This design comes from an exercise in tuning for small area, a short achievable clock period and few clock cycles on the open sky130 flow, not from production work. In this exercise RTL edits were held to simulation tests only and were not proved equivalent to the original.

==> violet <==
## MDU
module MDU(
  input         clock,
                reset,
                io_in_valid,
  input  [63:0] io_in_bits_src1,
                io_in_bits_src2,
  input  [6:0]  io_in_bits_func,
  output        io_out_valid,
  output [63:0] io_out_bits
);
==> flow/config.mk <==
export PLATFORM = sky130hd
export DESIGN_NAME = MDU
export DESIGN_NICKNAME = MDU
export VERILOG_FILES = /design/flow/design.v
export SDC_FILE = /design/flow/constraint.sdc
export NUM_CORES = 4
export LEC_CHECK = 0
export ABC_CLOCK_PERIOD_IN_PS = 4000
export CAP_MARGIN = 20
export CORE_MARGIN = 2
export CORE_UTILIZATION = 60
export PLACE_DENSITY = 0.72
export SLEW_MARGIN = 20
==> flow/constraint.sdc <==
create_clock -name core_clock -period 13.0 [get_ports {clock}]
set_input_delay 2.6000 -clock core_clock [delete_from_list [all_inputs] [get_ports {clock}]]
set_output_delay 2.6000 -clock core_clock [all_outputs]
set_load 0.01 [all_outputs]
standard.sh (not shown) runs the stock make flow with config.mk's settings and CLKGATE_MAP_FILE= SYNTH_SCRIPT=/design/flow/synth_recipe.tcl, a recipe that flattens the netlist after the stock synthesis.
==> flow/flow/run.sh <==
#!/bin/bash
set -euo pipefail
bash standard.sh SETUP_SLACK_MARGIN=8 finish > standard_flow.log 2>&1
==> inputs of harbor, as changes to violet <==
--- a/flow/design.v
+++ b/flow/design.v
@@ -683,13 +683,12 @@
                 io_in_bits_src2,
   input  [6:0]  io_in_bits_func,
   output        io_out_valid,
   output [63:0] io_out_bits
 );
-  localparam IDLE = 0, MUL = 1, MFIN = 2, PREP = 3, ALIGN = 4, ITER = 5, DFIN = 6,
-             MFAST = 7;
-  reg  [7:0]  st;
+  localparam IDLE = 0, MUL = 1, MFIN = 2, PREP = 3, ALIGN = 4, ITER = 5, DFIN = 6;
+  reg  [6:0]  st;
   reg         vld;
   reg  [64:0] A;
   reg  [63:0] B;
   reg  [65:0] S, C;
   reg  [6:0]  cnt;
@@ -702,12 +701,11 @@
   reg         msa;      
   reg         msb;      
   reg         fsel;     
   reg         finv;     
   reg         fmq;      
-  reg         nA, nB;   
-  reg         fres;     
+  reg         fdq;      
   reg         aneg;     
   reg         qneg;     
   assign io_out_valid = vld;
   assign io_out_bits  = C[63:0];
   function automatic [63:0] sext32(input [63:0] x);
@@ -766,51 +764,51 @@
       assign row[j] = {~x[65], x};
     end
   endgenerate
   localparam [66:0] NBIAS4 = {5'd0, 62'h2AAA_AAAA_AAAA_AAAB};
   wire [66:0] row1 = ninth ? NBIAS4 : row[1];
-  wire [7:0]  hsum  = {1'b0, wA} + {1'b0, wB};
-  wire        hfast = fhigh & (cnt == 7'd0) & (hsum <= 8'd62);
   wire [73:0] so, co;
   Multiplier csa (
     .s(S), .c(C), .r0(row[0]), .r1(row1), .r2(row[2]), .r3(row[3]),
     .ng(bneg), .so(so), .co(co)
   );
   wire [8:0]  lowsum = {1'b0, so[7:0]} + {1'b0, co[7:0]} + {8'd0, cy};
   wire        mlast  = fhigh ? ninth : ((&B[63:7]) | ~(|B[63:7]));
   wire        bfill  = fhigh ? (msb & B[63]) : B[63];
   wire [63:0] Bnext  = {{8{bfill}}, B[63:8]};
-  wire        p_aneg = nB;
-  wire        p_bneg = nA;
-  wire [6:0]  wB     = width64(B ^ {64{nB}});
-  wire [6:0]  wA     = width64(A[63:0] ^ {64{nA}});
-  wire [6:0]  p_wa   = wB + {6'd0, nB};
-  wire [6:0]  p_wb   = wA;
+  wire        p_aneg = fsign & B[63];
+  wire        p_bneg = fsign & A[63];
+  wire [63:0] p_absb = p_bneg ? (~A[63:0] + 64'd1) : A[63:0];
+  wire [6:0]  p_wa   = p_aneg ? width64(~B) + 7'd1 : width64(B);
+  wire [6:0]  p_wb   = p_bneg ? width64(~A[63:0]) : width64(A[63:0]);
   wire [7:0]  p_d    = {1'b0, p_wa} - {1'b0, p_wb};
   wire        p_bz   = ~(|A[63:0]);
   wire        p_q0   = p_d[7];
   wire [63:0] p_rema = fword ? sext32(B) : B;
   wire [65:0] it_sum = S + ({1'b0, A} ^ {66{~S[65]}}) + {65'd0, ~S[65]};
   wire        it_q1  = ~it_sum[65];
   wire [63:0] it_q   = {B[62:0], it_q1};
+  wire [63:0] it_res = frem ? it_sum[63:0] : it_q;
   wire [63:0] fa_p   = (fsel ? B : S[63:0]) ^ {64{finv}};
-  wire [63:0] fa_q   = fmq ? C[63:0] : 64'd0;
-  wire        fa_c   = fmq ? cy : finv;
-  wire [63:0] fa_sum = fa_p + fa_q + {63'd0, fa_c};
+  wire [63:0] fa_q   = fmq ? C[63:0] : fdq ? (A[63:0] ^ {64{aneg}}) : 64'd0;
+  wire [1:0]  fa_c   = fmq ? {1'b0, cy} : {1'b0, finv} + {1'b0, fdq & aneg};
+  wire [63:0] fa_sum = fa_p + fa_q + {62'd0, fa_c};
   always @(posedge clock) begin
     if (reset) begin
-      st   <= 8'd1 << IDLE;
+      st   <= 7'd1 << IDLE;
       vld  <= 1'b0;
       fsel <= 1'b0;
       finv <= 1'b0;
       fmq  <= 1'b0;
+      fdq  <= 1'b0;
     end else begin
       vld  <= 1'b0;
       fsel <= 1'b0;
       finv <= 1'b0;
       fmq  <= 1'b0;
-      st   <= 8'd0;
+      fdq  <= 1'b0;
+      st   <= 7'd0;
       if (st[IDLE]) begin
         if (io_in_valid & ~vld) begin
           if (in_div) begin
             st[PREP] <= 1'b1;
             fsel     <= 1'b1;
@@ -819,19 +817,17 @@
             st[MUL] <= 1'b1;
         end else
           st[IDLE] <= 1'b1;
       end
       if (st[MUL]) begin
-        if (hfast)
-          st[MFAST] <= 1'b1;
-        else if (mlast) begin
+        if (mlast) begin
           st[MFIN] <= 1'b1;
           fmq      <= 1'b1;
         end else
           st[MUL] <= 1'b1;
       end
-      if (st[MFIN] | st[MFAST]) begin
+      if (st[MFIN]) begin
         vld      <= 1'b1;
         st[IDLE] <= 1'b1;
       end
       if (st[PREP]) begin
         if (p_bz | p_q0) begin
@@ -843,52 +839,40 @@
           st[ALIGN] <= 1'b1;
       end
       if (st[ALIGN]) st[ITER] <= 1'b1;
       if (st[ITER]) begin
         if (cnt == 7'd0) begin
-          if (frem | qneg) begin
+          if (frem ? (aneg | it_sum[65]) : qneg) begin
             st[DFIN] <= 1'b1;
             fsel     <= ~frem;
             finv     <= frem ? aneg : qneg;
+            fdq      <= frem & it_sum[65];
           end else begin
             vld      <= 1'b1;
             st[IDLE] <= 1'b1;
           end
         end else
           st[ITER] <= 1'b1;
       end
       if (st[DFIN]) begin
-        if (frem & S[65])
-          st[DFIN] <= 1'b1;   
-        else begin
-          vld      <= 1'b1;
-          st[IDLE] <= 1'b1;
-        end
-        fsel <= fsel;
-        finv <= finv;
+        vld      <= 1'b1;
+        st[IDLE] <= 1'b1;
       end
     end
   end
   always @(posedge clock) begin
     if (st[IDLE]) begin
       cnt   <= 7'd0;
       cy    <= 1'b0;
-      S     <= {in_div & ~(in_sgn & in_b_div[63]), 65'd0};
+      S     <= 66'd0;
       C     <= 66'd0;
       fword <= in_w;
       fsign <= in_sgn;
       frem  <= f[1];
       fhigh <= ~in_w & (f[1] | f[0]);
       msa   <= f[1] ^ f[0];
       msb   <= ~f[1] & f[0];
-      if (in_div) begin
-        nA <= in_sgn & in_b_div[63];
-        nB <= in_sgn & in_a_div[63];
-      end else begin
-        nA <= (f[1] ^ f[0]) & io_in_bits_src1[63];
-        nB <= ~f[1] & f[0] & io_in_bits_src2[63];
-      end
       {bneg, btwo, bone} <= booth4({in_b_mul[7:0], 1'b0});
       if (in_div) begin
         A <= {1'b0, in_b_div};
         B <= in_a_div;
       end else begin
@@ -907,30 +891,27 @@
       end
       if (~fhigh)
         A <= {1'b0, A[55:0], 8'd0};
       B   <= Bnext;
       {bneg, btwo, bone} <= booth4(B[15:7]);
-      fres <= (nA ^ nB) & (|A[63:0]) & (|B);
       cnt <= cnt + 7'd1;
     end
     if (st[MFIN] | st[DFIN]) C <= {2'b0, fword ? sext32(fa_sum) : fa_sum};
-    if (st[DFIN]) S <= it_sum;   
-    if (st[MFAST]) C <= {2'b0, {64{fres}}};
     if (st[PREP]) begin
       aneg <= p_aneg;
       qneg <= p_aneg ^ p_bneg;
       cnt  <= p_d[6:0];
       S    <= {2'b0, fa_sum};
-      A    <= {1'b0, it_sum[63:0]};
+      A    <= {1'b0, p_absb};
       B    <= 64'd0;
       C    <= {2'b0, frem ? p_rema : {64{p_bz}}};
     end
     if (st[ALIGN]) A <= A << cnt;
     if (st[ITER]) begin
       S <= it_sum;
       B <= it_q;
       if (cnt != 7'd0) A <= A >> 1;
-      C   <= {2'b0, fword ? sext32(it_q) : it_q};
+      C   <= {2'b0, fword ? sext32(it_res) : it_res};
       cnt <= cnt - 7'd1;
     end
   end
 endmodule
--- a/flow/config.mk
+++ b/flow/config.mk
@@ -6,8 +6,7 @@
 export NUM_CORES = 4
 export LEC_CHECK = 0
 export ABC_CLOCK_PERIOD_IN_PS = 4000
 export CAP_MARGIN = 20
 export CORE_MARGIN = 2
-export CORE_UTILIZATION = 60
-export PLACE_DENSITY = 0.72
+export CORE_UTILIZATION = 40
 export SLEW_MARGIN = 20
==> inputs of pepper, as changes to violet <==
--- a/flow/config.mk
+++ b/flow/config.mk
@@ -6,8 +6,7 @@
 export NUM_CORES = 4
 export LEC_CHECK = 0
 export ABC_CLOCK_PERIOD_IN_PS = 4000
 export CAP_MARGIN = 20
 export CORE_MARGIN = 2
-export CORE_UTILIZATION = 60
-export PLACE_DENSITY = 0.72
+export CORE_UTILIZATION = 40
 export SLEW_MARGIN = 20
==> comparison <==
harbor completed without violations. violet produced a clean layout. pepper ran to the end with no violations. Sequential share of layout area: harbor < pepper < violet. The highest clock skew belongs to harbor, the lowest to violet. In violet the fmax is smaller than in pepper, by 1.2%. Of harbor and pepper, pepper has the higher count of clock-buffer cells in the layout (gap 5). In sequential cell count, pepper and violet do not differ. Setup slack, lowest first: harbor, violet, pepper. The highest routed wire length belongs to harbor, the lowest to violet.
Testbench counts of violet, summed over its fixed seeds: cycles 15,629.
Testbench counts of harbor, summed over its fixed seeds: cycles 15,935.
Testbench counts of pepper, summed over its fixed seeds: cycles 15,629.

## afterwards: timing with drivers on the ports
In the flow no input, the clock included, has a driving cell. The finished layouts below were timed again as built, in two steps. Step 1 assumes that a clkbuf_16 drives the clock port and a buf_2 every other input. Step 2 also shifts input and output timing later by t, the mid clock arrival at the registers, as if the neighbouring blocks saw the same clock. a / b / c = no drivers / after step 1 / after step 2; a / b = the first two.
run | t, ns | slack for setup (ns) | worst setup path after step 2
violet | 0.685 | 7.914 / 7.914 / 7.408 | input to register
harbor | 0.688 | 7.803 / 7.803 / 7.456 | input to register
pepper | 0.734 | 7.976 / 7.992 / 7.283 | input to register
After both steps every run listed still meets setup and hold. For pepper, which loses most, drivers alone change the setup slack by +0.016 ns; drivers and shift together by -0.693 ns.
